What follows belongs to an exercise in optimizing a design on an open flow for small area, a short achievable clock period and few clock cycles per item; a production flow would make more cautious choices.
RTL that was checked went through simulation tests only; none was proved equivalent to the original.
Only the layout flow was run in runs 2 and 7; the RTL was not checked for function there.
Power figures rest on the tool's default switching activity, not on a simulated workload.

$ cat flow/run.sh
#!/bin/bash
# synth_recipe.tcl (not shown) runs the flow's synth.tcl, then flattens the netlist and writes it again
# the make line also repeats each setting of config.mk as NAME=value (left out here)
make -C /OpenROAD-flow-scripts/flow DESIGN_CONFIG=/design/flow/config.mk WORK_HOME=/design/flow/orfs CLKGATE_MAP_FILE= SYNTH_SCRIPT=/design/flow/synth_recipe.tcl finish
$ cat flow/config.mk
export PLATFORM = sky130hd
export DESIGN_NAME = Out_of_Order_divider
export DESIGN_NICKNAME = Out_of_Order_divider
export VERILOG_FILES = /design/flow/design.v
export SDC_FILE = /design/flow/constraint.sdc
export NUM_CORES = 4
export LEC_CHECK = 0
export CAP_MARGIN = 20
export CORE_MARGIN = 2
export CORE_UTILIZATION = 40
export PLACE_DENSITY = 0.6
export SLEW_MARGIN = 20
$ cat flow/constraint.sdc
create_clock -name core_clock -period 6.0 [get_ports {clk}]
set_input_delay 1.2000 -clock core_clock [delete_from_list [all_inputs] [get_ports {clk}]]
set_output_delay 1.2000 -clock core_clock [all_outputs]
set_load 0.01 [all_outputs]
$ cat flow/design.v
module single_divider (Xin, Yin, Start, Ack, Clk, Reset, 
				       Quotient, Remainder, tag_in, tag_out, state);
input [7:0] Xin, Yin;
input [2:0] tag_in;
input Start, Ack, Clk, Reset;
output [2:0] state;
output [7:0] Quotient, Remainder;
output [2:0] tag_out;
reg [7:0] Quotient;   
reg [7:0] X, Y;
reg [2:0] state;
reg [2:0] tag_out;
localparam
INITIAL = 3'b001,
COMPUTE	= 3'b010,
DONE_S	= 3'b100;
always @(posedge Clk, posedge Reset) 
  begin  : CU_n_DU
    if (Reset)
       begin
        	state <= INITIAL;
	      X <= 8'hXX;         
	      Y <= 8'hXX;	    
	      Quotient <= 8'hXX;  
       end
    else
       begin
         (* full_case, parallel_case *)
         case (state)
	        INITIAL	: 
	          begin
		         if (Start)
		           state <= COMPUTE;
		           X <= Xin;
		           Y <= Yin;
		           Quotient <= 0;
				   tag_out <= tag_in;
	          end
	        COMPUTE	:
	          begin
		         if (X < Y)
		           state <= DONE_S;
		         if (!(X < Y))
		           begin
		             X <= X - Y;
		             Quotient <= Quotient + 1;
		           end
 	          end
	        DONE_S	:
	          begin  
		         if (Ack)
		           state <= INITIAL;
	          end    
      endcase
    end 
  end
assign Remainder = X;
assign Done = (state == DONE_S) ;
endmodule   
`timescale 1 ns / 100 ps
module Out_of_Order_divider (clk, rst,start, memory_write_complete, dd_addr, dd_data, qr_we, qr_addr, qr_data);
input clk, rst, start;
output memory_write_complete;
output [4:0] dd_addr;
input [15:0] dd_data;
output qr_we;
output [4:0] qr_addr;
output [15:0] qr_data;
reg [4:0] mem_dd_pointer, mem_qr_pointer;  
reg memory_read_complete;
wire memory_write_complete; 
reg [3:0] ack_from_OoE_div, start_from_OoE_div; 
wire [2:0] single_div_states [0:3];  
wire [7:0] dividend_of_OoE_div; 
wire [7:0] divisor_of_OoE_div; 
wire [7:0] quotient_of_OoE_div [0:3]; 
wire [7:0] remainder_of_OoE_div [0:3]; 
wire no_divider_available; 
wire [2:0] rob_tag_from_OoE_div; 
wire [2:0] rob_tag_to_OoE_div [0:3]; 
reg [3:0] rob_wp, rob_rp;
reg [15:0] rob_qr [0:7]; 
reg [7:0] rob_ready; 
wire [3:0] rob_depth;
wire rob_full;
wire stall;
integer i,j,k;
reg found_signal_for_dispatch, found_signal_for_issue_1, found_signal_for_issue_2; 
reg [2:0] state;
localparam
Initial  = 3'b001,
Execution = 3'b010,
Complete = 3'b100,
Qi = 3'b001,
Qc = 3'b010,
Qd = 3'b100;
single_divider divider0 (.Xin(dividend_of_OoE_div), .Yin(divisor_of_OoE_div), .Start(start_from_OoE_div[0]),.Ack(ack_from_OoE_div[0]),.Clk(clk),.Reset(rst),.Quotient(quotient_of_OoE_div[0]), .Remainder(remainder_of_OoE_div[0]), .tag_in(rob_tag_from_OoE_div), .tag_out(rob_tag_to_OoE_div[0]), .state(single_div_states[0]));
single_divider divider1 (.Xin(dividend_of_OoE_div), .Yin(divisor_of_OoE_div), .Start(start_from_OoE_div[1]),.Ack(ack_from_OoE_div[1]),.Clk(clk),.Reset(rst),.Quotient(quotient_of_OoE_div[1]), .Remainder(remainder_of_OoE_div[1]), .tag_in(rob_tag_from_OoE_div), .tag_out(rob_tag_to_OoE_div[1]), .state(single_div_states[1]));
single_divider divider2 (.Xin(dividend_of_OoE_div), .Yin(divisor_of_OoE_div), .Start(start_from_OoE_div[2]),.Ack(ack_from_OoE_div[2]),.Clk(clk),.Reset(rst),.Quotient(quotient_of_OoE_div[2]), .Remainder(remainder_of_OoE_div[2]), .tag_in(rob_tag_from_OoE_div), .tag_out(rob_tag_to_OoE_div[2]), .state(single_div_states[2]));
single_divider divider3 (.Xin(dividend_of_OoE_div), .Yin(divisor_of_OoE_div), .Start(start_from_OoE_div[3]),.Ack(ack_from_OoE_div[3]),.Clk(clk),.Reset(rst),.Quotient(quotient_of_OoE_div[3]), .Remainder(remainder_of_OoE_div[3]), .tag_in(rob_tag_from_OoE_div), .tag_out(rob_tag_to_OoE_div[3]), .state(single_div_states[3]));
assign rob_depth = rob_wp - rob_rp;
assign rob_full = (rob_depth==4'b1000); 
assign no_divider_available = (single_div_states[0]!=Qi)&&(single_div_states[1]!=Qi)&&(single_div_states[2]!=Qi)&&(single_div_states[3]!=Qi);
assign stall = rob_full || no_divider_available;
assign memory_write_complete = (state == Complete);
assign	dd_addr = mem_dd_pointer;
assign	dividend_of_OoE_div = dd_data[15:8]; 
assign	divisor_of_OoE_div  = dd_data[7:0]; 
assign	qr_we = (state == Execution) && (rob_ready[rob_rp[2:0]] == 1'b1);
assign	qr_addr = mem_qr_pointer;
assign	qr_data = rob_qr[rob_rp[2:0]];
assign	rob_tag_from_OoE_div = rob_wp[2:0]; 
always @(posedge clk, posedge rst)
begin
if (rst) 
     begin
	     state <= Initial;
	     mem_dd_pointer <= 5'bxxxxx;  
         mem_qr_pointer <= 5'bxxxxx;
         rob_wp <= 4'bxxxx;
         rob_rp <= 4'bxxxx;
         rob_ready <= 8'hxx;
	     memory_read_complete <= 1'bx;
     end
else
  begin	
    case(state)
      Initial:
        begin
	     mem_dd_pointer <= 5'b00000;
         mem_qr_pointer <= 5'b00000;
         rob_wp <= 4'b0000;
         rob_rp <= 4'b0000;
         rob_ready <= 8'h00;
	     memory_read_complete <= 1'b0;
	     if (start)
	     state <= Execution;
	    end   
      Execution:	   
		begin   
		if ( !stall )
            begin 			 
				rob_wp <= rob_wp + 1; 
				mem_dd_pointer <= mem_dd_pointer + 1; 
				if (mem_dd_pointer == 5'b11111)
					memory_read_complete <= 1'b1;  
     		end
	    if (rob_ready[rob_rp[2:0]] == 1'b1)
          begin		
            rob_ready[rob_rp[2:0]] <= 1'b0; 
			rob_rp <= rob_rp + 1;   
			mem_qr_pointer <= mem_qr_pointer + 1; 
			if (mem_qr_pointer == 5'b11111)
				 state <= Complete; 
		  end
	     found_signal_for_issue_1 = 1'b0;     
	     for (k=0;k<=3;k=k+1)
          begin
              if ((single_div_states[k]== Qd)&&(found_signal_for_issue_1==1'b0))
                 begin
                    rob_qr[rob_tag_to_OoE_div[k]][15:8] <= quotient_of_OoE_div[k];			   
			        rob_qr[rob_tag_to_OoE_div[k]][7:0] <= remainder_of_OoE_div[k];
			        found_signal_for_issue_1 = 1'b1; 
					rob_ready[rob_tag_to_OoE_div[k]] <= 1'b1; 
			     end
		  end	
	   end
      Complete:
	    begin
	    state <= Initial;
	    end
    endcase	
   end	      
end
always@(*)
begin
		found_signal_for_dispatch = 1'b0;
		start_from_OoE_div = 4'b0000;  
        if ((stall == 1'b0)&&(memory_read_complete == 1'b0)&&(state == Execution))
            begin 
	            for (i=0;i<=3;i=i+1) 
					 begin
						  if ((single_div_states[i] == Qi)&&(found_signal_for_dispatch==1'b0))
								begin
									start_from_OoE_div[i] = 1'b1; 
									found_signal_for_dispatch = 1'b1;	 
								end
					 end 
            end	
			found_signal_for_issue_2 = 1'b0; 
			ack_from_OoE_div = 4'b0000;
			for (i=0;i<=3;i=i+1) begin
				if ((single_div_states[i] == Qd)&&(found_signal_for_issue_2==1'b0)) begin
					found_signal_for_issue_2 = 1'b1;
					ack_from_OoE_div[i] = 1'b1;
				end
			end
end
endmodule
==> results of run 1 <==
-- report_power, final --
part	total (mW)	switching, mW	internal, mW
clock	2.26	0.914	1.34
sequential	1.99	0.000212	1.99
combinational	0.0513	0.0353	0.0161
-- cell usage after synthesis (12+ instances only) --
| master | n | share of area |
|---|---|---|
| clkbuf_1 | 154 | 0.031 |
| buf_1 | 18 | 0.0036 |
| nand3_1 | 55 | 0.015 |
| a221o_1 | 31 | 0.016 |
| ha_1 | 78 | 0.052 |
| and2_1 | 15 | 0.0050 |
| a222oi_1 | 16 | 0.0085 |
| mux2i_1 | 133 | 0.071 |
| nand2b_1 | 12 | 0.0040 |
| a21oi_1 | 72 | 0.019 |
| a211oi_1 | 34 | 0.014 |
| dfrtp_1 | 133 | 0.18 |
| nor2_1 | 167 | 0.033 |
| mux2_2 | 26 | 0.016 |
| edfxtp_1 | 140 | 0.22 |
| a22oi_1 | 65 | 0.026 |
| buf_2 | 24 | 0.0064 |
| o21ai_0 | 206 | 0.055 |
| and3_1 | 29 | 0.0096 |
| nor3_1 | 17 | 0.0045 |
| inv_1 | 73 | 0.015 |
| a31oi_1 | 35 | 0.012 |
| o211ai_1 | 48 | 0.019 |
| xnor2_1 | 29 | 0.014 |
| xor2_1 | 16 | 0.0074 |
| nand2_1 | 242 | 0.048 |
| a211oi_2 | 20 | 0.013 |
-- routing by layer --
metal,track usage,vias to the layer above
met3,0.0649,182
li1,-,7426
met4,0.103,0
met2,0.403,1014
met1,0.370,8280
met5,0,-
-- worst register-to-register path, stage by stage, from the launching register on --
cell and delay (ns):
dfrtp_1 0.71, inv_1 0.15, ha_1 0.27, fa_1 0.41
nor2b_1 0.18, o2111a_1 0.22, o41a_1 0.40, o21ai_0 0.18
nand2_1 0.50, mux2_2 0.41
-- through the flow --
stage,utilization,power (mW),setup slack [ns]
4_1_cts,0.446,4.32,1.12
6_report,0.447,4.30,1.02
5_1_grt,0.447,4.40,0.829
2_1_floorplan,-,2.05,1.03
3_5_place_dp,0.420,2.08,1.71
3_3_place_gp,0.420,2.08,1.79
-- cells by family (layout without fill, tap and decap cells) --
kind of cell / Yosys count / after routing / synth area share
compound gates: 615 / 615 / 0.222
buf+inv: 281 / 227 / 0.0615
flops: 278 / 278 / 0.407
fa+ha+maj: 82 / 82 / 0.0561
simple gates: 604 / 604 / 0.144
mux: 160 / 160 / 0.0875
xor+xnor: 45 / 45 / 0.0210
-- final cells by class --
type,count,area (µm²),share of cell area
Multi-Input combinational cell,1506,10000,0.483
Inverter,74,283,0.0136
Tap cell,607,759,0.0366
Timing Repair Buffer,90,823,0.0397
Clock buffer,47,992,0.0478
Sequential cell,278,7660,0.369
Clock inverter,16,208,0.0100
-- worst max-delay path by stage --
| stage | cells after the start | start | slack [ns] | endpoint |
|---|---|---|---|---|
| 6_report | 9 | rob_rp[1]$_DFFE_PP0P_ | 1.02 | qr_data[2] |
| 5_1_grt | 9 | rob_rp[1]$_DFFE_PP0P_ | 0.83 | qr_data[2] |
| 4_1_cts | 9 | rob_rp[1]$_DFFE_PP0P_ | 1.12 | qr_data[2] |
| 3_5_place_dp | 9 | rob_rp[1]$_DFFE_PP0P_ | 1.71 | qr_data[2] |
| 3_3_place_gp | 9 | rob_rp[1]$_DFFE_PP0P_ | 1.79 | qr_data[2] |
| 2_1_floorplan | 1 | rst | 1.03 | rob_qr[0][0]$_DFFE_PP_ |
==> flow_summary.yaml, run 1 <==
final_layout:
  largest_reg_flops: 128
  synthToLayoutAreaGrowth_pct: 10.3
  fillCellCount: 4534
  fin_nets: 2086
  layout_commonest_cell: "nand2_1"
  fin_area_um2: 20800
  drive_gt1_frac: 0.0885
  layout_common_cells: "nand2_1 (242), o21ai_0 (206), nor2_1 (166)"
  fin_cells: 2618
  n_antenna_cell: 0
route:
  drtIter0Drc: 2333
  highest_layer: "met4"
  first_pass_iters: 7
  route.detailed.drc: 0
  avgViaCountPerCell: 6.46
  wl_per_cell_um: 25.8
  routed_wl_mm: 67.5
  antenna_left: 0
  wl_met2_mm: 29.1
  drt-met1-wl_mm: 28.0
  met3_length_mm: 7.69
  vias: 16902
timing:
  post-route-min-period_ns: 4.98
  rsz0062_at_grt: "no"
  setup_viol: 0
  maxSlewHeadroom: 0.162
  finalHoldViolCount: 0
  worstMarginPinSlew_ns: 1.26
  timing.final.crit_share: 0.829
  skew_ns: 0.0361
  whs_ns: 0.485
  maxSlewViolCount: 0
  max_freq_ghz: 0.201
  fin_setup_tns_ns: 0
logic_synthesis:
  synth_cells: 2065
  synth_area_um2: 18800
  async_flop_share: 0.496
  ys.warnings.count: 5
  ys.flop_type: "edfxtp_1"
  ys_ff_latch: 278
  synthDistinctLibCells: 73
  avgSynthCellArea_um2: 9.11
  synth_edf_count: 140
  yosysSeqAreaShare: 0.407
  syn_nets: 2166
clock_network:
  clock_latency_ns: 0.58
  cts.clk_slew.worst_paths_ns: 0.05
  htree_levels: 2
  cts_max_path_buffers: 3
  cts_tree: "built"
  post_cts_buffers: 0
  holdBufCountCts: 0
  cts_sinks: 278
  numCtsBuffers: 35
  cts_resized: 0
  cts-root-buf: "clkbuf_16"
power_and_ir_drop:
  p_leak_nw: 8.13
  vdd_drop_max_mv: 0.184
  power_density_nw_per_um2: 207
setup_path:
  cpMaxStageDelayCell: "ha_1"
  setup.worst_path.start_class: "flop"
  required_ns: 4.80
  cp_max_fo: 29
  end_kind: "output port"
  r2r.worst_path.cells: 9
  cpPeakStageDelay_ns: 0.76
  r2r_slack_ns: 2.44
  path_delay_family: "buffers and inverters"
  path_buf_inv: 3
  cpMostUsedCell: "ha_1"
  r2r_end: "divider1.X[6]$_DFFE_PP0P_"
  crit_chain: "inv_1 -> ha_1 -> ha_1 -> nor3_1 -> nand2_1 -> buf_4 -> nor2_1 -> a41oi_1 -> clkdlybuf4s50_1"
  crit_arrival_ns: 3.78
  crit_type: "flop to output port"
  worst_r2r_startpoint: "divider1.X[0]$_DFFE_PP0P_"
floorplan:
  row_count: 79
  coreArea_um2: 46500
  fp.dieH_um: 221
  start_util: 0.405
  io_pins: 47
  die_x_um: 221
  dieArea_um2: 48800
run:
  cap_violations: 0
grt:
  grt_pass1_wl_mm: 100
  grt_max_degree: 106
  track_usage: 0.267
  grt_antenna_before_repair: 0
  grt_pass1_vias: 15690
  grt_overflow: 0
min_path:
  hold_path_startpoint: "divider3.Y[0]$_DFFE_PP0P_"
  min-delay-path-class: "flop to flop"
  hold_depth: 2
  hold_end: "divider3.Y[0]$_DFFE_PP0P_"
placement:
  hpwl_mm: 44.1
  placed_area_um2: 19500
  gp_congestion: 0.886
  port_buffers: 46
  dp.cells: 2554
status:
  status: "complete, no violations"
Testbench counts, summed over its fixed seeds: cycles 87,457, jobs 192.
==> run 2, diff against run 1 <==
==> flow/design.v (replaced) <==
module single_divider (Clk, a_in, d_in, q_out, r_out);
input Clk;
input [7:0] a_in, d_in;
output [7:0] q_out, r_out;
wire [0:0] pr0 = a_in[7];
wire ge0 = (d_in[7:1] == 0) && (pr0 >= d_in[0:0]);
wire [0:0] nr0 = ge0 ? (pr0 - d_in[0:0]) : pr0;
wire [0:0] r1 = nr0;
wire [0:0] q1 = ge0;
wire [6:0] a1 = a_in[6:0];
wire [7:0] d1 = d_in;
wire [1:0] pr1 = {r1, a1[6]};
wire ge1 = (d1[7:2] == 0) && (pr1 >= d1[1:0]);
wire [1:0] nr1 = ge1 ? (pr1 - d1[1:0]) : pr1;
wire [1:0] r2 = nr1;
wire [1:0] q2 = {q1, ge1};
wire [5:0] a2 = a1[5:0];
wire [7:0] d2 = d1;
wire [2:0] pr2 = {r2, a2[5]};
wire ge2 = (d2[7:3] == 0) && (pr2 >= d2[2:0]);
wire [2:0] nr2 = ge2 ? (pr2 - d2[2:0]) : pr2;
reg [2:0] r3;
always @(posedge Clk) r3 <= nr2;
reg [2:0] q3;
always @(posedge Clk) q3 <= {q2, ge2};
reg [4:0] a3;
always @(posedge Clk) a3 <= a2[4:0];
reg [7:0] d3;
always @(posedge Clk) d3 <= d2;
wire [3:0] pr3 = {r3, a3[4]};
wire ge3 = (d3[7:4] == 0) && (pr3 >= d3[3:0]);
wire [3:0] nr3 = ge3 ? (pr3 - d3[3:0]) : pr3;
wire [3:0] r4 = nr3;
wire [3:0] q4 = {q3, ge3};
wire [3:0] a4 = a3[3:0];
wire [7:0] d4 = d3;
wire [4:0] pr4 = {r4, a4[3]};
wire ge4 = (d4[7:5] == 0) && (pr4 >= d4[4:0]);
wire [4:0] nr4 = ge4 ? (pr4 - d4[4:0]) : pr4;
wire [4:0] r5 = nr4;
wire [4:0] q5 = {q4, ge4};
wire [2:0] a5 = a4[2:0];
wire [7:0] d5 = d4;
wire [5:0] pr5 = {r5, a5[2]};
wire ge5 = (d5[7:6] == 0) && (pr5 >= d5[5:0]);
wire [5:0] nr5 = ge5 ? (pr5 - d5[5:0]) : pr5;
reg [5:0] r6;
always @(posedge Clk) r6 <= nr5;
reg [5:0] q6;
always @(posedge Clk) q6 <= {q5, ge5};
reg [1:0] a6;
always @(posedge Clk) a6 <= a5[1:0];
reg [7:0] d6;
always @(posedge Clk) d6 <= d5;
wire [6:0] pr6 = {r6, a6[1]};
wire ge6 = (d6[7:7] == 0) && (pr6 >= d6[6:0]);
wire [6:0] nr6 = ge6 ? (pr6 - d6[6:0]) : pr6;
wire [6:0] r7 = nr6;
wire [6:0] q7 = {q6, ge6};
wire [0:0] a7 = a6[0:0];
wire [7:0] d7 = d6;
wire [7:0] pr7 = {r7, a7[0]};
wire ge7 = (pr7 >= d7);
wire [7:0] nr7 = ge7 ? (pr7 - d7) : pr7;
wire [7:0] r8 = nr7;
wire [7:0] q8 = {q7, ge7};
assign q_out = q8;
assign r_out = r8;
endmodule
`timescale 1 ns / 100 ps
module Out_of_Order_divider (clk, rst, start, memory_write_complete, dd_addr, dd_data, qr_we, qr_addr, qr_data);
input clk, rst, start;
output memory_write_complete;
output [4:0] dd_addr;
input [15:0] dd_data;
output qr_we;
output [4:0] qr_addr;
output [15:0] qr_data;
reg [4:0] rd_ptr, wr_ptr;
reg rd_run;
reg [1:0] valid;    
wire rd_active = start | rd_run;
always @(posedge clk, posedge rst)
begin
  if (rst) begin
    rd_ptr <= 5'd0;
    wr_ptr <= 5'd0;
    rd_run <= 1'b0;
    valid <= 0;
  end else begin
    valid <= {valid[0:0], rd_active};
    if (rd_active) begin
      rd_ptr <= rd_ptr + 5'd1;
      rd_run <= (rd_ptr != 5'd31);
    end
    if (qr_we)
      wr_ptr <= wr_ptr + 5'd1;
  end
end
assign dd_addr = rd_ptr;
assign qr_we = valid[1];
assign qr_addr = wr_ptr;
assign memory_write_complete = qr_we && (wr_ptr == 5'd31);
single_divider divider (.Clk(clk), .a_in(dd_data[15:8]), .d_in(dd_data[7:0]), .q_out(qr_data[15:8]), .r_out(qr_data[7:0]));
endmodule
==> run 2 against run 1 <==
  * Final area is 81% lower
  * Largest cell class unchanged
  * Clock-buffer cell count is 42 lower
  * Worst setup slack worse by 0.66 ns
  * Register-to-register slack got worse by 1.7 ns
==> flow_summary.yaml, run 2 <==
final_layout:
  reg_top3: "divider.d3 (8), divider.d6 (8)"
  final_util: 0.504
  fin_nets: 436
  n_antenna_cell: 0
  layout_common_cells: "clkdlybuf4s50_1 (46), dfxtp_1 (41), ha_1 (40)"
  layout_commonest_cell: "clkdlybuf4s50_1"
  drive_gt1_frac: 0.121
  synthToLayoutAreaGrowth_pct: 21.3
clock_network:
  post_cts_buffers: 0
  cts_sinks: 54
  cts.clk_slew.worst_paths_ns: 0.09
  numCtsBuffers: 5
  htree_levels: 2
  clock_latency_ns: 0.31
  cts_tree: "built"
  cts_resized: 0
  holdBufCountCts: 0
  cts-root-buf: "clkbuf_8"
  cts_max_path_buffers: 2
logic_synthesis:
  ys_ff_latch: 54
  synth.most_common_cell: "dfxtp_1"
  synth_compound_area_frac: 0.134
  synth_xor_area_frac: 0.0620
  synthMuxAreaShare: 0.113
  yosysSeqAreaShare: 0.353
  syn_nets: 385
  synthTopCellsByCount: "dfxtp_1 (41), ha_1 (40), inv_1 (36)"
  async_flop_share: 0.241
  netlist.area_leader.share: 0.253
  synth_top_family_by_area: "adder cells"
  yosys.area_share.simple: 0.0933
  ys.warnings.count: 2
  synthDistinctLibCells: 51
  avgSynthCellArea_um2: 10.2
  synth_cells: 319
  yosys.area_share.adder: 0.197
  synth_edf_count: 0
  synth_area_um2: 3250
  yosys.area.top_type: "dfxtp_1"
  ys.flop_type: "dfxtp_1"
  synth_area_leaders: "dfxtp_1 (25%), ha_1 (15%), dfrtp_1 (10%)"
grt:
  grt_pass1_wl_mm: 10.6
  track_usage: 0.152
  grt_pass1_vias: 2265
  grt_overflow: 0
  grt_max_degree: 19
  grt_antenna_before_repair: 0
setup_path:
  r2r_slack_ns: 0.77
  r2r.worst_path.cells: 18
  crit_type: "flop to output port"
  crit_arrival_ns: 4.44
  end_kind: "output port"
  r2r_end: "divider.r6[2]$_DFF_P_"
  cp_max_fo: 10
  worst_r2r_startpoint: "divider.d3[1]$_DFF_P_"
  setup.worst_path.start_class: "flop"
  required_ns: 4.80
power_and_ir_drop:
  power_density_nw_per_um2: 327
  p_leak_nw: 1.78
  vdd_drop_max_mv: 0.141
placement:
  port_buffers: 46
  hpwl_mm: 5.13
  gp_congestion: 0.871
min_path:
  hold_path_startpoint: "divider.a3[0]$_DFF_P_"
  hold_depth: 0
  hold_end: "divider.a6[0]$_DFF_P_"
  min-delay-path-class: "flop to flop"
floorplan:
  start_util: 0.416
  fp.dieH_um: 94.1
  die_x_um: 94.1
  row_count: 32
  coreArea_um2: 7810
  io_pins: 47
  dieArea_um2: 8850
route:
  drtIter0Drc: 58
  first_pass_iters: 4
  wl_per_cell_um: 13.1
  route.detailed.drc: 0
  antenna_left: 0
  avgViaCountPerCell: 4.99
  routed_wl_mm: 6.21
  vias: 2358
timing:
  max_freq_ghz: 0.177
  maxSlewViolCount: 0
  finalHoldViolCount: 0
  rsz0062_at_grt: "no"
  setup_viol: 0
  timing.final.crit_share: 0.939
  worstMarginPinSlew_ns: 0.496
  fin_setup_tns_ns: 0
  maxSlewHeadroom: 0.670
  post-route-min-period_ns: 5.64
  skew_ns: 0.00473
status:
  status: "complete, no violations"
run:
  cap_violations: 0
[run 2: kinds of logic after synthesis]
group | count (synthesis)
AO/OA/AOI/OAI | 63
XOR/XNOR | 23
adder cells (fa/ha/maj) | 47
buffers and inverters | 39
flip-flops | 54
multiplexers | 32
AND/OR/NAND/NOR | 61
[run 2: worst max-delay path by stage]
stage,from,to,cells past startpoint
after floorplan,divider.d3[0]$_DFF_P_,divider.r6[1]$_DFF_P_,19
final,divider.d6[1]$_DFF_P_,qr_data[6],13
after global routing,divider.d6[1]$_DFF_P_,qr_data[6],13
after detailed placement,dd_data[4],divider.r3[2]$_DFF_P_,18
after CTS,divider.d6[1]$_DFF_P_,qr_data[6],13
after global placement,dd_data[4],divider.r3[2]$_DFF_P_,18
[run 2: per-layer routing]
metal  GRT usage  routed length, µm  up-vias
met5           0                  0        -
li1            -                  -     1208
met3      0.0281                247       13
met2       0.258               2890       64
met1       0.194               2970     1073
met4      0.0471                104        0
[run 2: cell type report]
type                    instances  area (µm²)
multi-input cells             226        1950
clock buffers                   5        68.8
inverters                      36         135
repair buffers                 47         468
well taps                     102         128
clock inverters                 3        47.5
fillers                       736        3870
flip-flops and latches         54        1150
[run 2: through the flow]
step | std cells | area, µm² | power (mW) | hold slack [ns] | setup WS [ns]
6_report | 473 | 3940 | 1.29 | 0.334 | 0.365
5_1_grt | 473 | 3940 | 1.38 | 0.340 | 0.0171
4_1_cts | 473 | 3940 | 1.30 | 0.336 | 0.294
3_5_place_dp | 465 | 3820 | 1.05 | 0.312 | 0.573
3_3_place_gp | 465 | 3820 | 1.04 | 0.310 | 0.568
2_1_floorplan | 319 | 3250 | 0.835 | 0.310 | 1.31
[run 2: report_power, final]
group,internal (mW),total (mW),switching (mW),leakage [nW]
logic,0.324,0.572,0.248,1.23
clock network,0.127,0.247,0.120,0.0591
registers,0.417,0.467,0.0496,0.487
total,0.869,1.29,0.417,1.78
[run 2: worst max-delay path: stages (launching register included)]
cell	delay, ns
dfxtp_1	0.40
inv_1	0.11
ha_1	0.30
o21ai_0	0.09
a211oi_1	0.23
o31a_1	0.29
mux2_2	0.42
fa_1	0.43
nand2b_1	0.16
a21oi_1	0.26
a41oi_1	0.11
o21ai_2	0.46
mux2_2	0.40
clkdlybuf4s50_1	0.48
==> run 3, diff against run 2 <==
--- a/flow/design.v
+++ b/flow/design.v
@@ -62,4 +62,4 @@
 wire [7:0] pr7 = {r7, a7[0]};
-wire ge7 = (pr7 >= d7);
-wire [7:0] nr7 = ge7 ? (pr7 - d7) : pr7;
+wire ge7 = 1'b1 && (pr7 >= d7[7:0]);
+wire [7:0] nr7 = ge7 ? (pr7 - d7[7:0]) : pr7;
 wire [7:0] r8 = nr7;
--- a/flow/config.mk
+++ b/flow/config.mk
@@ -7,2 +7,3 @@
 export LEC_CHECK = 0
+export ABC_AREA = 1
 export CAP_MARGIN = 20
==> run 3 against run 2 <==
  * Still clean on timing, DRC and antenna
  * Maximum frequency is 9.2% higher
  * Final cell count is 33% higher
  * Global-route usage is 0.84 points higher
  * Wire length is 17% higher
  * Worst hold slack better by 0.0011 ns
  * Critical path type unchanged
  * Critical endpoint is now qr_data[3]
==> flow_summary.yaml, run 3 <==
logic_synthesis:
  yosys.area.top_type: "dfxtp_1"
  ys.flop_type: "dfxtp_1"
  syn_nets: 538
  synth_area_um2: 3540
  ys.warnings.count: 2
  synth_cells: 472
  synthDistinctLibCells: 33
  synth_area_leaders: "dfxtp_1 (23%), ha_1 (14%), nand2_1 (14%)"
  async_flop_share: 0.241
  netlist.area_leader.share: 0.232
  avgSynthCellArea_um2: 7.50
  yosysSeqAreaShare: 0.324
  synthTopCellsByCount: "nand2_1 (132), inv_1 (82), dfxtp_1 (41)"
  synth_edf_count: 0
  ys_ff_latch: 54
  synth.most_common_cell: "nand2_1"
clock_network:
  htree_levels: 2
  cts_sinks: 54
  holdBufCountCts: 0
  cts.clk_slew.worst_paths_ns: 0.10
  cts_resized: 0
  cts_tree: "built"
  post_cts_buffers: 0
  numCtsBuffers: 5
  clock_latency_ns: 0.30
  cts_max_path_buffers: 2
  cts-root-buf: "clkbuf_8"
final_layout:
  fillCellCount: 867
  final_util: 0.491
  fin_area_um2: 4240
  n_antenna_cell: 0
  fin_cells: 631
  synthToLayoutAreaGrowth_pct: 19.7
  layout_common_cells: "nand2_1 (132), inv_1 (82), clkdlybuf4s50_1 (46)"
  seq_area_um2: 1150
  multi_input_area_um2: 2060
  reg_top3: "divider.d3 (8), divider.d6 (8)"
  fin_nets: 588
  drive_gt1_frac: 0.0440
  layout_commonest_cell: "nand2_1"
timing:
  finalHoldViolCount: 0
  finalWorstSetupSlack_ns: 0.841
  worstMarginPinSlew_ns: 0.499
  rsz0062_at_grt: "no"
  max_freq_ghz: 0.194
  setup_viol: 0
  skew_ns: 0.00726
  timing.final.crit_share: 0.860
  maxSlewViolCount: 0
  fin_setup_tns_ns: 0
  maxSlewHeadroom: 0.667
  post-route-min-period_ns: 5.16
placement:
  hpwl_mm: 6.09
  placed_area_um2: 4120
  dp.cells: 623
  dp_slack_ns: 1.20
  port_buffers: 46
  gp_congestion: 0.861
floorplan:
  coreArea_um2: 8640
  fp.dieH_um: 98.1
  dieArea_um2: 9620
  row_count: 34
  io_pins: 47
  die_x_um: 98.1
  start_util: 0.410
setup_path:
  setup.worst_path.start_class: "flop"
  cp_max_fo: 10
  worst_r2r_startpoint: "divider.d3[0]$_DFF_P_"
  startpoint: "divider.d6[1]$_DFF_P_"
  r2r.worst_path.cells: 27
  crit_type: "flop to output port"
  required_ns: 4.80
  end_kind: "output port"
  crit_arrival_ns: 3.96
route:
  vias: 2947
  antenna_left: 0
  avgViaCountPerCell: 4.67
  wl_per_cell_um: 11.5
  drtIter0Drc: 105
  route.detailed.drc: 0
  first_pass_iters: 4
  routed_wl_mm: 7.28
min_path:
  min-delay-path-class: "flop to flop"
  hold_path_startpoint: "divider.a3[0]$_DFF_P_"
  hold_depth: 0
status:
  status: "complete, no violations"
grt:
  grt_overflow: 0
  grt_max_degree: 18
  track_usage: 0.160
  grt_pass1_vias: 2889
  grt_antenna_before_repair: 0
  grt_pass1_wl_mm: 12.8
power_and_ir_drop:
  p_leak_nw: 2.25
  vdd_drop_max_mv: 0.123
  power_density_nw_per_um2: 325
run:
  cap_violations: 0
-- run 3: final cells by class --
class / instances / area share
clock inverters: 2 / 0.00915
clock buffers: 6 / 0.0195
repair buffers: 46 / 0.109
inverters: 83 / 0.0741
flip-flops and latches: 54 / 0.270
well taps: 108 / 0.0319
multi-input cells: 332 / 0.486
-- run 3: worst paths after layout --
check | to | slack [ns]
worst max-delay path | qr_data[3] | 0.84
worst min-delay path | divider.a6[0]$_DFF_P_ | 0.34
worst max register to register | divider.r6[1]$_DFF_P_ | 1.52
worst min register to register | divider.a6[0]$_DFF_P_ | 0.34
max in group asynchronous | rd_run$_DFFE_PP0P_ | 4.45
min in group asynchronous | rd_ptr[0]$_DFFE_PP0P_ | 1.21
-- run 3: layer usage --
| layer | vias up | GRT usage | share of wire |
|---|---|---|---|
| met1 | 1305 | 0.213 | 0.49 |
| met5 | - | 0 | 0 |
| li1 | 1582 | - | - |
| met4 | 0 | 0.0321 | 0.0062 |
| met3 | 6 | 0.0258 | 0.032 |
| met2 | 54 | 0.277 | 0.47 |
-- run 3: power breakdown --
part,total [mW],internal (mW),leakage (nW),switching [mW]
registers,0.469,0.418,0.487,0.0509
clock network,0.257,0.137,0.0618,0.119
logic,0.653,0.318,1.70,0.334
total,1.38,0.874,2.25,0.505
-- run 3: per-stage QoR --
| stage | hold slack (ns) | total power [mW] |
|---|---|---|
| floorplan | 0.310 | 0.887 |
| global placement | 0.310 | 1.13 |
| detailed placement | 0.314 | 1.13 |
| CTS | 0.338 | 1.40 |
| global route | 0.348 | 1.50 |
| finish | 0.335 | 1.38 |
-- run 3: worst max-delay path, stage by stage (launching register included) --
cell	delay (ns)
dfxtp_1	0.38
inv_1	0.11
ha_1	0.33
nand2_1	0.09
nand2_1	0.11
nand3_1	0.11
nand3_2	0.14
nand2_1	0.23
nand2_1	0.11
and2_1	0.17
ha_1	0.32
a21oi_1	0.18
a21boi_0	0.33
o21ai_4	0.16
inv_4	0.14
nand3_1	0.11
nand2_1	0.08
clkdlybuf4s50_1	0.53
-- run 3: logic make-up (layout without fill, tap and decap cells) --
logic type	count (synthesis)	count (layout)	share of synthesized area
AOI/OAI and AO/OA	33	33	0.0580
xor gates and xnor gates	19	19	0.0470
adders and majority gates	47	47	0.181
buffers and inverters	86	137	0.0940
DFF	54	54	0.324
muxes	2	2	0.00636
and+or+nand+nor	231	231	0.290
Testbench counts of run 3, summed over its fixed seeds: cycles 6,528, jobs 192.
==> run 4, diff against run 3 <==
--- a/flow/config.mk
+++ b/flow/config.mk
@@ -7,3 +7,2 @@
 export LEC_CHECK = 0
-export ABC_AREA = 1
 export CAP_MARGIN = 20
==> run 4 against run 3 <==
  * Utilization up 1.4 points
  * Clock-buffer cell count fell by 1
  * Synthesized cell count shrank 32%
  * Clock skew fell by 0.0025 ns
  * Global-route usage fell by 0.84 points
  * Sequential share of layout area up 2.1 points
  * Power decreased by 6.7%
  * First-iteration DRC count fell by 45%
  * Critical path type unchanged
==> flow_summary.yaml, run 4 <==
clock_network:
  cts-root-buf: "clkbuf_8"
  post_cts_buffers: 0
  cts_resized: 0
  cts_tree: "built"
  cts_sinks: 54
  holdBufCountCts: 0
  clock_latency_ns: 0.31
  htree_levels: 2
  cts_max_path_buffers: 2
  cts.clk_slew.worst_paths_ns: 0.09
  numCtsBuffers: 5
route:
  antenna_left: 0
  avgViaCountPerCell: 4.99
  first_pass_iters: 4
  route.detailed.drc: 0
  drtIter0Drc: 58
  wl_per_cell_um: 13.1
  vias: 2358
  routed_wl_mm: 6.21
setup_path:
  setup.worst_path.start_class: "flop"
  cp_max_fo: 10
  end_kind: "output port"
  r2r.worst_path.cells: 18
  crit_type: "flop to output port"
  crit_arrival_ns: 4.44
  required_ns: 4.80
  r2r_slack_ns: 0.77
  worst_r2r_startpoint: "divider.d3[1]$_DFF_P_"
  r2r_end: "divider.r6[2]$_DFF_P_"
final_layout:
  drive_gt1_frac: 0.121
  layout_common_cells: "clkdlybuf4s50_1 (46), dfxtp_1 (41), ha_1 (40)"
  reg_top3: "divider.d3 (8), divider.d6 (8)"
  layout_commonest_cell: "clkdlybuf4s50_1"
  n_antenna_cell: 0
  fillCellCount: 736
  final_util: 0.504
  fin_area_um2: 3940
  fin_nets: 436
  synthToLayoutAreaGrowth_pct: 21.3
grt:
  grt_overflow: 0
  busiest_layer: "met2"
  grt_antenna_before_repair: 0
  globalRouteMet3Util: 0.0281
  grt_pass1_wl_mm: 10.6
  track_usage: 0.152
  grt_pass1_vias: 2265
  met2_usage: 0.258
  grt_use_met1: 0.194
  grt_max_degree: 19
logic_synthesis:
  yosysSeqAreaShare: 0.353
  yosys.area.top_type: "dfxtp_1"
  ys_ff_latch: 54
  netlist.area_leader.share: 0.253
  synth_edf_count: 0
  synth_area_um2: 3250
  ys.warnings.count: 2
  synth_area_leaders: "dfxtp_1 (25%), ha_1 (15%), dfrtp_1 (10%)"
  syn_nets: 385
  async_flop_share: 0.241
  synth_cells: 319
  avgSynthCellArea_um2: 10.2
  ys.flop_type: "dfxtp_1"
  synth.most_common_cell: "dfxtp_1"
  synthTopCellsByCount: "dfxtp_1 (41), ha_1 (40), inv_1 (36)"
  synthDistinctLibCells: 51
min_path:
  hold_end: "divider.a6[0]$_DFF_P_"
  hold_depth: 0
  min-delay-path-class: "flop to flop"
  hold_path_startpoint: "divider.a3[0]$_DFF_P_"
floorplan:
  io_pins: 47
  dieArea_um2: 8850
  coreArea_um2: 7810
  row_count: 32
  die_x_um: 94.1
  start_util: 0.416
  fp.dieH_um: 94.1
timing:
  maxSlewViolCount: 0
  rsz0062_at_grt: "no"
  skew_ns: 0.00473
  worstMarginPinSlew_ns: 0.496
  fin_setup_tns_ns: 0
  max_freq_ghz: 0.177
  finalHoldViolCount: 0
  post-route-min-period_ns: 5.64
  maxSlewHeadroom: 0.670
  setup_viol: 0
  timing.final.crit_share: 0.939
power_and_ir_drop:
  power.total_mw: 1.29
  power_density_nw_per_um2: 327
  vdd_drop_max_mv: 0.141
  p_leak_nw: 1.78
placement:
  gp_congestion: 0.871
  port_buffers: 46
  placed_area_um2: 3820
  hpwl_mm: 5.13
run:
  cap_violations: 0
status:
  status: "complete, no violations"
[run 4: layout make-up]
cell class | count | area [µm²] | share of cell area
multi-input combinational | 226 | 1950 | 0.494
sequential | 54 | 1150 | 0.291
timing repair buffer | 47 | 468 | 0.119
inverter | 36 | 135 | 0.0343
tap | 102 | 128 | 0.0324
clock buffer | 5 | 68.8 | 0.0175
clock inverter | 3 | 47.5 | 0.0121
[run 4: cell families after synthesis]
group,count (synthesis),share of synthesized area
DFF,54,0.353
and+or+nand+nor,61,0.0933
buffers and inverters,39,0.0478
muxes,32,0.113
AOI/OAI and AO/OA,63,0.134
xor gates and xnor gates,23,0.0620
adders and majority gates,47,0.197
[run 4: worst max-delay path, stage by stage (launching register included)]
cell and delay [ns]:
dfxtp_1 0.40, inv_1 0.11, ha_1 0.30, o21ai_0 0.09
a211oi_1 0.23, o31a_1 0.29, mux2_2 0.42, fa_1 0.43
nand2b_1 0.16, a21oi_1 0.26, a41oi_1 0.11, o21ai_2 0.46
mux2_2 0.40, clkdlybuf4s50_1 0.48
[run 4: worst max path at each step]
stage / cells past startpoint / startpoint / end
2_1_floorplan: 19 / divider.d3[0]$_DFF_P_ / divider.r6[1]$_DFF_P_
4_1_cts: 13 / divider.d6[1]$_DFF_P_ / qr_data[6]
3_3_place_gp: 18 / dd_data[4] / divider.r3[2]$_DFF_P_
6_report: 13 / divider.d6[1]$_DFF_P_ / qr_data[6]
3_5_place_dp: 18 / dd_data[4] / divider.r3[2]$_DFF_P_
5_1_grt: 13 / divider.d6[1]$_DFF_P_ / qr_data[6]
[run 4: through the flow]
stage	hold WS, ns	cells	setup WS, ns
2_1_floorplan	0.310	319	1.31
3_3_place_gp	0.310	465	0.568
3_5_place_dp	0.312	465	0.573
4_1_cts	0.336	473	0.294
5_1_grt	0.340	473	0.0171
6_report	0.334	473	0.365
[run 4: where the power goes]
| group | switching [mW] | internal [mW] | leakage, nW |
|---|---|---|---|
| sequential | 0.0496 | 0.417 | 0.487 |
| combinational | 0.248 | 0.324 | 1.23 |
| clock | 0.120 | 0.127 | 0.0591 |
| total | 0.417 | 0.869 | 1.78 |
[run 4: routing by layer]
layer / share of wire / routed length (µm)
met2: 0.46 / 2890
met4: 0.017 / 104
met1: 0.48 / 2970
met5: 0 / 0
met3: 0.040 / 247
==> run 5, diff against run 4 <==
--- a/flow/config.mk
+++ b/flow/config.mk
@@ -11,2 +11,3 @@
 export PLACE_DENSITY = 0.6
+export SETUP_SLACK_MARGIN = 1.5
 export SLEW_MARGIN = 20
==> run 5 against run 4 <==
  * Wire length grew 26%
  * Clock power shrank 11%
  * Non-clock buffer count grew 46
  * Clock-buffer cell count grew 1
  * Final area increased by 27%
  * Maximum frequency is 19% higher
  * Combinational power up 42%
  * Worst setup slack better by 0.91 ns
  * Final cell count is 9.7% higher
  * Synthesized cell count did not move
  * Sequential power up 1%
  * Critical path depth grew 10
  * Critical path type is now flop to flop
  * Largest cell class unchanged
  * Largest power group unchanged
==> flow_summary.yaml, run 5 <==
logic_synthesis:
  synthMuxAreaShare: 0.113
  yosys.area_share.simple: 0.0933
  ys_ff_latch: 54
  ys.warnings.count: 2
  synth_top_family_by_area: "adder cells"
  ys.flop_type: "dfxtp_1"
  yosys.area.top_type: "dfxtp_1"
  synth_area_um2: 3250
  synth_compound_area_frac: 0.134
  async_flop_share: 0.241
  yosys.area_share.adder: 0.197
  synth_cells: 319
  synthDistinctLibCells: 51
  syn_nets: 385
  synthTopCellsByCount: "dfxtp_1 (41), ha_1 (40), inv_1 (36)"
  yosysSeqAreaShare: 0.353
  netlist.area_leader.share: 0.253
  synth_xor_area_frac: 0.0620
  synth_area_leaders: "dfxtp_1 (25%), ha_1 (15%), dfrtp_1 (10%)"
  synth_edf_count: 0
  synth.most_common_cell: "dfxtp_1"
  avgSynthCellArea_um2: 10.2
setup_path:
  critPathCapture: "divider.r6[1]$_DFF_P_"
  path_depth: 23
  r2r_slack_ns: 1.27
  required_ns: 6.21
  crit_chain: "inv_2 -> ha_4 -> inv_2 -> fa_2 -> a211oi_2 -> nor2_2 -> o2111ai_4 -> buf_6 -> nor2_4 -> a21o_4 -> ha_4 -> a32oi_4 -> a31oi_4 -> o211ai_4 -> mux2i_4 -> ha_4 -> a21o_1 -> a21oi_2 -> a21boi_1 -> o21a_1 -> o21ai_4 -> buf_12 -> mux2_4"
  cp_max_fo: 6
  end_kind: "flop"
  startpoint: "divider.a3[4]$_DFF_P_"
  r2r.worst_path.cells: 23
  cpMaxStageDelayCell: "fa_2"
  cpMostUsedCell: "ha_4"
  path_delay_family: "compound AO/OA/AOI/OAI gates"
  crit_arrival_ns: 4.94
  setup.worst_path.start_class: "flop"
  r2r_end: "divider.r6[1]$_DFF_P_"
  worst_r2r_startpoint: "divider.a3[4]$_DFF_P_"
  crit_type: "flop to flop"
  path_buf_inv: 4
  cpPeakStageDelay_ns: 0.35
final_layout:
  layout_common_cells: "buf_4 (37), clkdlybuf4s50_1 (34), dfxtp_1 (29)"
  synthToLayoutAreaGrowth_pct: 53.6
  layout_commonest_cell: "buf_4"
  fin_nets: 482
  n_antenna_cell: 0
  fin_cells: 519
  drive_gt1_frac: 0.472
  reg_top3: "divider.d3 (8), divider.d6 (8)"
grt:
  grt_overflow: 0
  grt_antenna_before_repair: 0
  grt_max_degree: 18
  grt_pass1_wl_mm: 12.2
  grt_pass1_vias: 2614
  track_usage: 0.176
timing:
  maxSlewViolCount: 0
  max_freq_ghz: 0.212
  fin_setup_tns_ns: 0
  rsz0062_at_grt: "yes"
  worstMarginPinSlew_ns: 0.495
  finalHoldViolCount: 0
  setup_viol: 0
  post-route-min-period_ns: 4.73
  timing.final.crit_share: 0.788
  maxSlewHeadroom: 0.670
  skew_ns: 0.00844
clock_network:
  cts_sinks: 54
  numCtsBuffers: 5
  holdBufCountCts: 0
  cts_max_path_buffers: 2
  cts.clk_slew.worst_paths_ns: 0.10
  cts_tree: "built"
  htree_levels: 2
  clock_latency_ns: 0.31
  cts-root-buf: "clkbuf_8"
route:
  first_pass_iters: 4
  drtIter0Drc: 63
  routed_wl_mm: 7.86
  route.detailed.drc: 0
  antenna_left: 0
  wl_per_cell_um: 15.1
  avgViaCountPerCell: 5.05
  vias: 2619
power_and_ir_drop:
  vdd_drop_max_mv: 0.148
  p_leak_nw: 2.15
  power_density_nw_per_um2: 301
floorplan:
  fp.dieH_um: 94.1
  coreArea_um2: 7810
  dieArea_um2: 8850
  io_pins: 47
  start_util: 0.416
  row_count: 32
  die_x_um: 94.1
run:
  cap_violations: 0
placement:
  hpwl_mm: 5.11
  gp_congestion: 0.899
  dp.cells: 464
  port_buffers: 46
status:
  status: "complete, no violations"
min_path:
  min-delay-path-class: "flop to flop"
==> run 5: cell counts after synthesis <==
Identical to the previous run, type by type.
==> run 5: how the worst min path moves through the flow <==
stage | cells after the start | end | slack (ns) | startpoint
final | 0 | divider.a6[0]$_DFF_P_ | 0.33 | divider.a3[0]$_DFF_P_
after global routing | 0 | divider.a6[0]$_DFF_P_ | 0.34 | divider.a3[0]$_DFF_P_
after CTS | 0 | divider.a6[0]$_DFF_P_ | 0.34 | divider.a3[0]$_DFF_P_
after detailed placement | 0 | divider.a6[0]$_DFF_P_ | 0.31 | divider.a3[0]$_DFF_P_
after global placement | 0 | divider.a6[0]$_DFF_P_ | 0.31 | divider.a3[0]$_DFF_P_
after floorplan | 0 | divider.a6[0]$_DFF_P_ | 0.31 | divider.a3[0]$_DFF_P_
==> run 5: worst register-to-register path, delay by kind of cell (launching register included) <==
family          cells  cell delay [ns]
compound gates     11             2.19
fa+ha+maj           4             0.98
mux                 2             0.62
buf+inv             4             0.41
flops               1             0.33
simple gates        2             0.11
==> run 5: kinds of logic after synthesis <==
group | Yosys count
adder cells (fa/ha/maj) | 47
AND/OR/NAND/NOR | 61
buffers and inverters | 39
multiplexers | 32
AO/OA/AOI/OAI | 63
flip-flops | 54
XOR/XNOR | 23
==> run 5: timing repair <==
item | in CTS | in global routing
endpoints found under the setup margin | 20 | 19
resized for setup | 124 | 66
pin swaps | 38 | 32
setup buffers | 33 | 14
gates cloned | 0 | 0
==> run 5: final cells by class <==
class / count / area, µm²
fillers: 617 / 2820
multi-input cells: 226 / 2600
flip-flops and latches: 54 / 1160
repair buffers: 93 / 860
inverters: 36 / 143
well taps: 102 / 128
clock buffers: 6 / 82.6
clock inverters: 2 / 16.3
==> run 5: where the power goes <==
part	leakage (nW)	switching [mW]	internal (mW)
Sequential	0.487	0.0539	0.418
Combinational	1.61	0.343	0.467
Clock	0.0478	0.125	0.0952
==> run 5: through the flow <==
step / utilization / area (µm²) / setup WS (ns) / hold WS (ns) / total power, mW
3_3_place_gp: 0.493 / 3850 / 0.499 / 0.311 / 1.05
6_report: 0.639 / 4990 / 1.27 / 0.334 / 1.50
2_1_floorplan: - / 3280 / 1.51 / 0.310 / 0.839
4_1_cts: 0.591 / 4610 / 1.32 / 0.336 / 1.41
5_1_grt: 0.639 / 4990 / 1.04 / 0.344 / 1.59
3_5_place_dp: 0.493 / 3850 / 0.518 / 0.312 / 1.05
==> run 5: layer usage <==
| layer | part of all wire | vias to the layer above | global-route usage |
|---|---|---|---|
| met2 | 0.52 | 50 | 0.317 |
| met1 | 0.41 | 1251 | 0.210 |
| met3 | 0.026 | 19 | 0.0257 |
| met5 | 0 | - | 0 |
| li1 | - | 1299 | - |
| met4 | 0.037 | 0 | 0.0688 |
==> run 6, diff against run 5 <==
--- a/flow/config.mk
+++ b/flow/config.mk
@@ -7,2 +7,3 @@
 export LEC_CHECK = 0
+export ABC_CLOCK_PERIOD_IN_PS = 4000
 export CAP_MARGIN = 20
==> run 6 against run 5 <==
  * Still clean
  * Power unchanged
  * Maximum frequency unchanged
  * Register-to-register slack about the same
  * Combinational power about the same
  * Wire length unchanged
  * Worst setup slack unchanged
  * Global-route usage unchanged
  * Utilization unchanged
  * Clock skew unchanged
  * Clock-buffer cell count unchanged
  * Non-clock buffer count unchanged
  * Largest cell class unchanged
==> flow_summary.yaml, run 6 <==
timing:
  fin_setup_tns_ns: 0
  rsz0062_at_grt: "yes"
  worstMarginPinSlew_ns: 0.495
  skew_ns: 0.00844
  maxSlewHeadroom: 0.670
  post-route-min-period_ns: 4.73
  timing.final.crit_share: 0.788
  maxSlewViolCount: 0
  setup_viol: 0
  max_freq_ghz: 0.212
  finalHoldViolCount: 0
logic_synthesis:
  async_flop_share: 0.241
  avgSynthCellArea_um2: 10.2
  synth_area_leaders: "dfxtp_1 (25%), ha_1 (15%), dfrtp_1 (10%)"
  yosys.area.top_type: "dfxtp_1"
  ys.warnings.count: 2
  synth_cells: 319
  synth_edf_count: 0
  yosys.area_share.adder: 0.197
  synth_area_um2: 3250
  synth_compound_area_frac: 0.134
  synth.most_common_cell: "dfxtp_1"
  synth_top_family_by_area: "adder cells"
  ys_ff_latch: 54
  synthDistinctLibCells: 51
  netlist.area_leader.share: 0.253
  synth_xor_area_frac: 0.0620
  synthTopCellsByCount: "dfxtp_1 (41), ha_1 (40), inv_1 (36)"
  syn_nets: 385
  yosysSeqAreaShare: 0.353
  ys.flop_type: "dfxtp_1"
  yosys.area_share.simple: 0.0933
  synthMuxAreaShare: 0.113
clock_network:
  htree_levels: 2
  cts_sinks: 54
  cts.clk_slew.worst_paths_ns: 0.10
  cts-root-buf: "clkbuf_8"
  clock_latency_ns: 0.31
  holdBufCountCts: 0
  cts_tree: "built"
  numCtsBuffers: 5
  cts_max_path_buffers: 2
min_path:
  min-delay-path-class: "flop to flop"
floorplan:
  dieArea_um2: 8850
  fp.dieH_um: 94.1
  coreArea_um2: 7810
  io_pins: 47
  row_count: 32
  start_util: 0.416
  die_x_um: 94.1
power_and_ir_drop:
  seqPwrFrac: 0.314
  power.total_mw: 1.50
  p_leak_nw: 2.15
  pwr-share-clk: 0.146
  p_sw_frac: 0.347
  p_sw_mw: 0.521
  vdd_drop_max_mv: 0.148
  power_density_nw_per_um2: 301
  internal_power_mw: 0.981
  p_comb_frac: 0.539
final_layout:
  fin_nets: 482
  reg_top3: "divider.d3 (8), divider.d6 (8)"
  n_antenna_cell: 0
  drive_gt1_frac: 0.472
  fin_area_um2: 4990
  final_util: 0.639
  layout_commonest_cell: "buf_4"
  synthToLayoutAreaGrowth_pct: 53.6
  layout_common_cells: "buf_4 (37), clkdlybuf4s50_1 (34), dfxtp_1 (29)"
run:
  cap_violations: 0
placement:
  port_buffers: 46
  hpwl_mm: 5.11
  placed_area_um2: 3850
  gp_congestion: 0.899
grt:
  grt_antenna_before_repair: 0
  track_usage: 0.176
  grt_overflow: 0
  grt_max_degree: 18
  grt_pass1_vias: 2614
  grt_pass1_wl_mm: 12.2
route:
  avgViaCountPerCell: 5.05
  first_pass_iters: 4
  routed_wl_mm: 7.86
  antenna_left: 0
  wl_per_cell_um: 15.1
  vias: 2619
  drtIter0Drc: 63
  route.detailed.drc: 0
setup_path:
  crit_type: "flop to flop"
  end_kind: "flop"
  crit_arrival_ns: 4.94
  setup.worst_path.start_class: "flop"
  cpMaxStageDelayCell: "fa_2"
  cp_max_fo: 6
  cpPeakStageDelay_ns: 0.35
  crit_chain: "inv_2 -> ha_4 -> inv_2 -> fa_2 -> a211oi_2 -> nor2_2 -> o2111ai_4 -> buf_6 -> nor2_4 -> a21o_4 -> ha_4 -> a32oi_4 -> a31oi_4 -> o211ai_4 -> mux2i_4 -> ha_4 -> a21o_1 -> a21oi_2 -> a21boi_1 -> o21a_1 -> o21ai_4 -> buf_12 -> mux2_4"
  required_ns: 6.21
  cpMostUsedCell: "ha_4"
status:
  status: "complete, no violations"
[run 6: per-layer routing]
metal	vias up	wire length [µm]	global-route usage
li1	1299	-	-
met1	1251	3260	0.210
met2	50	4100	0.317
met3	19	201	0.0257
met4	0	293	0.0688
met5	-	0	0
[run 6: cells by family after synthesis]
group / after synthesis
AND/OR/NAND/NOR: 61
XOR/XNOR: 23
AO/OA/AOI/OAI: 63
buffers and inverters: 39
flip-flops: 54
adder cells (fa/ha/maj): 47
multiplexers: 32
[run 6: critical path, delay by kind of cell (launching register included)]
family                   cells  cell delay, ns
AO/OA/AOI/OAI               11            2.19
adder cells (fa/ha/maj)      4            0.98
multiplexers                 2            0.62
buffers and inverters        4            0.41
flip-flops                   1            0.33
AND/OR/NAND/NOR              2            0.11
[run 6: area by class of cell]
type,instances,area (µm²)
clock buffer,6,82.6
clock inverter,2,16.3
fill,617,2820
inverter,36,143
multi-input combinational,226,2600
sequential,54,1160
tap,102,128
timing repair buffer,93,860
[run 6: worst paths after layout]
path / start / endpoint / slack [ns] / cells past startpoint
setup / recovery: divider.a3[4]$_DFF_P_ / divider.r6[1]$_DFF_P_ / 1.27 / 23
hold / removal: divider.a3[0]$_DFF_P_ / divider.a6[0]$_DFF_P_ / 0.33 / 0
setup reg to reg: divider.a3[4]$_DFF_P_ / divider.r6[1]$_DFF_P_ / 1.27 / 23
hold reg to reg: divider.a3[0]$_DFF_P_ / divider.a6[0]$_DFF_P_ / 0.33 / 0
max in group asynchronous: rst / wr_ptr[0]$_DFFE_PP0P_ / 4.46 / 2
min in group asynchronous: rst / rd_run$_DFFE_PP0P_ / 1.20 / 2
[run 6: what timing repair did]
item / CTS / global route
setup buffers: 33 / 14
pin swaps: 38 / 32
endpoints found under the setup margin: 20 / 19
resized for setup: 124 / 66
[run 6: per-stage QoR]
| step | hold WS, ns | std cells | setup WS (ns) |
|---|---|---|---|
| 5_1_grt | 0.344 | 519 | 1.04 |
| 6_report | 0.334 | 519 | 1.27 |
| 3_5_place_dp | 0.312 | 464 | 0.518 |
| 4_1_cts | 0.336 | 505 | 1.32 |
| 3_3_place_gp | 0.311 | 464 | 0.499 |
| 2_1_floorplan | 0.310 | 319 | 1.51 |
[run 6: power groups by stage]
stage / sequential (mW) / clock (mW) / combinational [mW]
2_1_floorplan: 0.482 / 0 / 0.357
3_3_place_gp: 0.475 / 0 / 0.571
3_5_place_dp: 0.475 / 0 / 0.580
4_1_cts: 0.470 / 0.226 / 0.711
5_1_grt: 0.479 / 0.239 / 0.869
6_report: 0.472 / 0.220 / 0.810
==> run 7, diff against run 6 <==
--- a/flow/design.v
+++ b/flow/design.v
@@ -21,10 +21,6 @@
 wire [2:0] nr2 = ge2 ? (pr2 - d2[2:0]) : pr2;
-reg [2:0] r3;
-always @(posedge Clk) r3 <= nr2;
-reg [2:0] q3;
-always @(posedge Clk) q3 <= {q2, ge2};
-reg [4:0] a3;
-always @(posedge Clk) a3 <= a2[4:0];
-reg [7:0] d3;
-always @(posedge Clk) d3 <= d2;
+wire [2:0] r3 = nr2;
+wire [2:0] q3 = {q2, ge2};
+wire [4:0] a3 = a2[4:0];
+wire [7:0] d3 = d2;
 wire [3:0] pr3 = {r3, a3[4]};
@@ -32,6 +28,10 @@
 wire [3:0] nr3 = ge3 ? (pr3 - d3[3:0]) : pr3;
-wire [3:0] r4 = nr3;
-wire [3:0] q4 = {q3, ge3};
-wire [3:0] a4 = a3[3:0];
-wire [7:0] d4 = d3;
+reg [3:0] r4;
+always @(posedge Clk) r4 <= nr3;
+reg [3:0] q4;
+always @(posedge Clk) q4 <= {q3, ge3};
+reg [3:0] a4;
+always @(posedge Clk) a4 <= a3[3:0];
+reg [7:0] d4;
+always @(posedge Clk) d4 <= d3;
 wire [4:0] pr4 = {r4, a4[3]};
@@ -46,10 +46,6 @@
 wire [5:0] nr5 = ge5 ? (pr5 - d5[5:0]) : pr5;
-reg [5:0] r6;
-always @(posedge Clk) r6 <= nr5;
-reg [5:0] q6;
-always @(posedge Clk) q6 <= {q5, ge5};
-reg [1:0] a6;
-always @(posedge Clk) a6 <= a5[1:0];
-reg [7:0] d6;
-always @(posedge Clk) d6 <= d5;
+wire [5:0] r6 = nr5;
+wire [5:0] q6 = {q5, ge5};
+wire [1:0] a6 = a5[1:0];
+wire [7:0] d6 = d5;
 wire [6:0] pr6 = {r6, a6[1]};
@@ -80,3 +76,3 @@
 reg rd_run;
-reg [1:0] valid;    
+reg [0:0] valid;    
 wire rd_active = start | rd_run;
@@ -90,3 +86,3 @@
   end else begin
-    valid <= {valid[0:0], rd_active};
+    valid <= rd_active;
     if (rd_active) begin
@@ -100,3 +96,3 @@
 assign dd_addr = rd_ptr;
-assign qr_we = valid[1];
+assign qr_we = valid[0];
 assign qr_addr = wr_ptr;
--- a/flow/config.mk
+++ b/flow/config.mk
@@ -7,3 +7,2 @@
 export LEC_CHECK = 0
-export ABC_CLOCK_PERIOD_IN_PS = 4000
 export CAP_MARGIN = 20
@@ -12,3 +11,2 @@
 export PLACE_DENSITY = 0.6
-export SETUP_SLACK_MARGIN = 1.5
 export SLEW_MARGIN = 20
==> run 7 against run 6 <==
  * First-iteration DRC count is 78% higher
  * Combinational power is 8.6% higher
  * Sequential cell count down 22
  * The layout now fails its checks (negative setup slack)
  * Critical endpoint is now qr_data[2]
  * Synthesized cell count decreased by 2.5%
  * Register-to-register slack better by 3.3 ns
  * Clock power down 8%
  * Worst hold slack gained 0.16 ns
  * Via count rose by 11%
==> flow_summary.yaml, run 7 <==
route:
  wl_per_cell_um: 14.4
  vias: 2907
  first_pass_iters: 4
  antenna_left: 0
  routed_wl_mm: 8.27
  route.detailed.drc: 0
  drtIter0Drc: 112
  avgViaCountPerCell: 5.06
logic_synthesis:
  async_flop_share: 0.375
  ys.flop_type: "dfxtp_1"
  ys.warnings.count: 2
  ys_ff_latch: 32
  syn_nets: 377
  yosys.area.top_type: "ha_1"
  synthTopCellsByCount: "ha_1 (40), inv_1 (36), nor2_1 (24)"
  synth_cells: 311
  avgSynthCellArea_um2: 9.16
  synth.most_common_cell: "ha_1"
  synthDistinctLibCells: 58
  netlist.area_leader.share: 0.176
  synth_edf_count: 0
  yosysSeqAreaShare: 0.246
  synth_area_leaders: "ha_1 (18%), dfxtp_1 (14%), dfrtp_1 (11%)"
  synth_area_um2: 2850
placement:
  port_buffers: 46
  hpwl_mm: 6.23
  gp_congestion: 0.877
setup_path:
  setup.worst_path.start_class: "flop"
  cpPeakStageDelay_ns: 0.39
  crit_type: "flop to output port"
  cpMaxStageDelayCell: "fa_2"
  crit_arrival_ns: 6.34
  cp_max_fo: 6
  cpMostUsedCell: "mux2_4"
  required_ns: 4.80
  end_kind: "output port"
clock_network:
  cts.clk_slew.worst_paths_ns: 0.07
  cts_max_path_buffers: 2
  cts_tree: "built"
  numCtsBuffers: 5
  clock_latency_ns: 0.28
  cts_sinks: 32
  htree_levels: 2
  holdBufCountCts: 0
  cts-root-buf: "clkbuf_8"
timing:
  whs_ns: 0.494
  maxSlewHeadroom: 0.703
  maxSlewViolCount: 0
  rsz0062_at_grt: "yes"
  skew_ns: 0.00454
  timing.final.crit_share: 1.26
  finalWorstSetupSlack_ns: -1.54
  post-route-min-period_ns: 7.54
  worstMarginPinSlew_ns: 0.446
  max_freq_ghz: 0.133
  finalHoldViolCount: 0
  fin_setup_tns_ns: -13.13
  setup_viol: 9
floorplan:
  row_count: 30
  dieArea_um2: 7810
  io_pins: 47
  start_util: 0.417
  coreArea_um2: 6830
  die_x_um: 88.4
  fp.dieH_um: 88.4
grt:
  grt_overflow: 0
  track_usage: 0.212
  grt_pass1_vias: 2824
  grt_pass1_wl_mm: 12.9
  grt_max_degree: 13
  grt_antenna_before_repair: 0
status:
  status: "failed layout checks"
  failed_checks: "negative setup slack"
final_layout:
  fin_nets: 543
  largest_reg_flops: 8
  n_antenna_cell: 0
  drive_gt1_frac: 0.477
  layout_commonest_cell: "buf_4"
  layout_common_cells: "buf_4 (110), clkdlybuf4s50_1 (36), inv_1 (31)"
  final_util: 0.711
  reg_top3: "divider.d4 (8), rd_ptr (5), wr_ptr (5)"
  fillCellCount: 521
  synthToLayoutAreaGrowth_pct: 70.5
run:
  cap_violations: 0
power_and_ir_drop:
  p_leak_nw: 2.26
  power_density_nw_per_um2: 285
  vdd_drop_max_mv: 0.199
min_path:
  min-delay-path-class: "flop to flop"
-- run 7: report_power, final --
part | total, mW | internal (mW) | leakage, nW | switching, mW
Combinational | 0.880 | 0.506 | 1.90 | 0.374
Clock | 0.202 | 0.123 | 0.0552 | 0.0789
Sequential | 0.303 | 0.261 | 0.303 | 0.0425
Total | 1.39 | 0.890 | 2.26 | 0.495
-- run 7: what timing repair did --
| action | in CTS | in global routing |
|---|---|---|
| cloned | 0 | 0 |
| setup endpoints to repair | 13 | 14 |
| pin swaps | 22 | 8 |
| buffers inserted | 14 | 10 |
| resized for setup | 87 | 26 |
-- run 7: worst paths after layout --
path / end / startpoint / cells after the start / slack (ns)
max: qr_data[2] / divider.d4[1]$_DFF_P_ / 28 / -1.54
max in group asynchronous: wr_ptr[3]$_DFFE_PP0P_ / rst / 2 / 4.47
min reg2reg: wr_ptr[3]$_DFFE_PP0P_ / wr_ptr[3]$_DFFE_PP0P_ / 1 / 0.49
min: wr_ptr[3]$_DFFE_PP0P_ / wr_ptr[3]$_DFFE_PP0P_ / 1 / 0.49
min in group asynchronous: rd_run$_DFFE_PP0P_ / rst / 2 / 1.21
max reg2reg: wr_ptr[4]$_DFFE_PP0P_ / wr_ptr[0]$_DFFE_PP0P_ / 4 / 4.53
-- run 7: stage by stage --
stage	power, mW	setup slack (ns)	std cells	cell area, µm²
2_1_floorplan	0.723	-1.33	311	3050
3_3_place_gp	1.05	-1.68	543	4300
3_5_place_dp	1.07	-1.90	543	4300
4_1_cts	1.33	-1.45	565	4690
5_1_grt	1.48	-1.68	574	4860
6_report	1.39	-1.54	574	4860
-- run 7: layer usage --
metal	routed length [µm]	vias to the layer above	global-route usage
met2	4000	78	0.362
met1	3710	1371	0.275
met5	0	-	0
li1	-	1435	-
met3	400	23	0.0410
met4	161	0	0.0551
-- run 7: cell type report --
class / count / area (µm²) / share of cell area
multi-input combinational: 235 / 2410 / 0.496
inverter: 38 / 155 / 0.0319
clock buffer: 6 / 72.6 / 0.0149
sequential: 32 / 708 / 0.146
timing repair buffer: 165 / 1360 / 0.279
tap: 96 / 120 / 0.0247
clock inverter: 2 / 35.0 / 0.00721
-- run 7: logic make-up after synthesis --
family                   Yosys count  share of synthesized area
AO/OA/AOI/OAI                     70                      0.172
XOR/XNOR                          18                     0.0553
AND/OR/NAND/NOR                   75                      0.139
multiplexers                      25                     0.0993
adder cells (fa/ha/maj)           47                      0.225
buffers and inverters             44                     0.0637
flip-flops                        32                      0.246
-- run 7: critical path: cells and delay by family, from the launching register on --
kind                       cells  cell delay [ns]
AOI/OAI and AO/OA             10             2.27
muxes                          4             1.34
adders and majority gates      4             1.01
and+or+nand+nor                4             0.54
buffers and inverters          6             0.50
DFF                            1             0.37

[re-timing with driven ports]
In the flow no input, the clock included, has a driving cell. The finished layouts below were timed again as built, in two steps. Step 1, drivers: a clkbuf_16 drives clk and a buf_2 each remaining input, both assumed. Step 2 moves the port delays by t, midway between the first and last clock arrival at a register: inputs arrive t later, outputs are due t later. That takes back most of the time a late clock gives input paths. Three values: ideal ports, drivers, drivers and shift; two values: the first two.
run	shift t [ns]	setup slack, ns	hold WS [ns]	worst setup path after step 2	pins driven straight from the clock port
run 1	0.615	1.024 / 0.969 / 1.584	0.485 / 0.485 / 0.485	register to output	1
run 2	0.332	0.365 / 0.336 / 0.588	0.334 / 0.334 / 0.334	input to register	1
run 3	0.329	0.841 / 0.812 / 1.141	0.335 / 0.335 / 0.335	register to output	1
run 4	0.332	0.365 / 0.336 / 0.588	0.334 / 0.334 / 0.334	input to register	1
run 5	0.340	1.273 / 1.273 / 1.273	0.334 / 0.334 / 0.334	register to register	1
run 6	0.340	1.273 / 1.273 / 1.273	0.334 / 0.334 / 0.334	register to register	1
run 7	0.308	-1.538 / -1.568 / -1.260	0.494 / 0.494 / 0.494	register to output	1
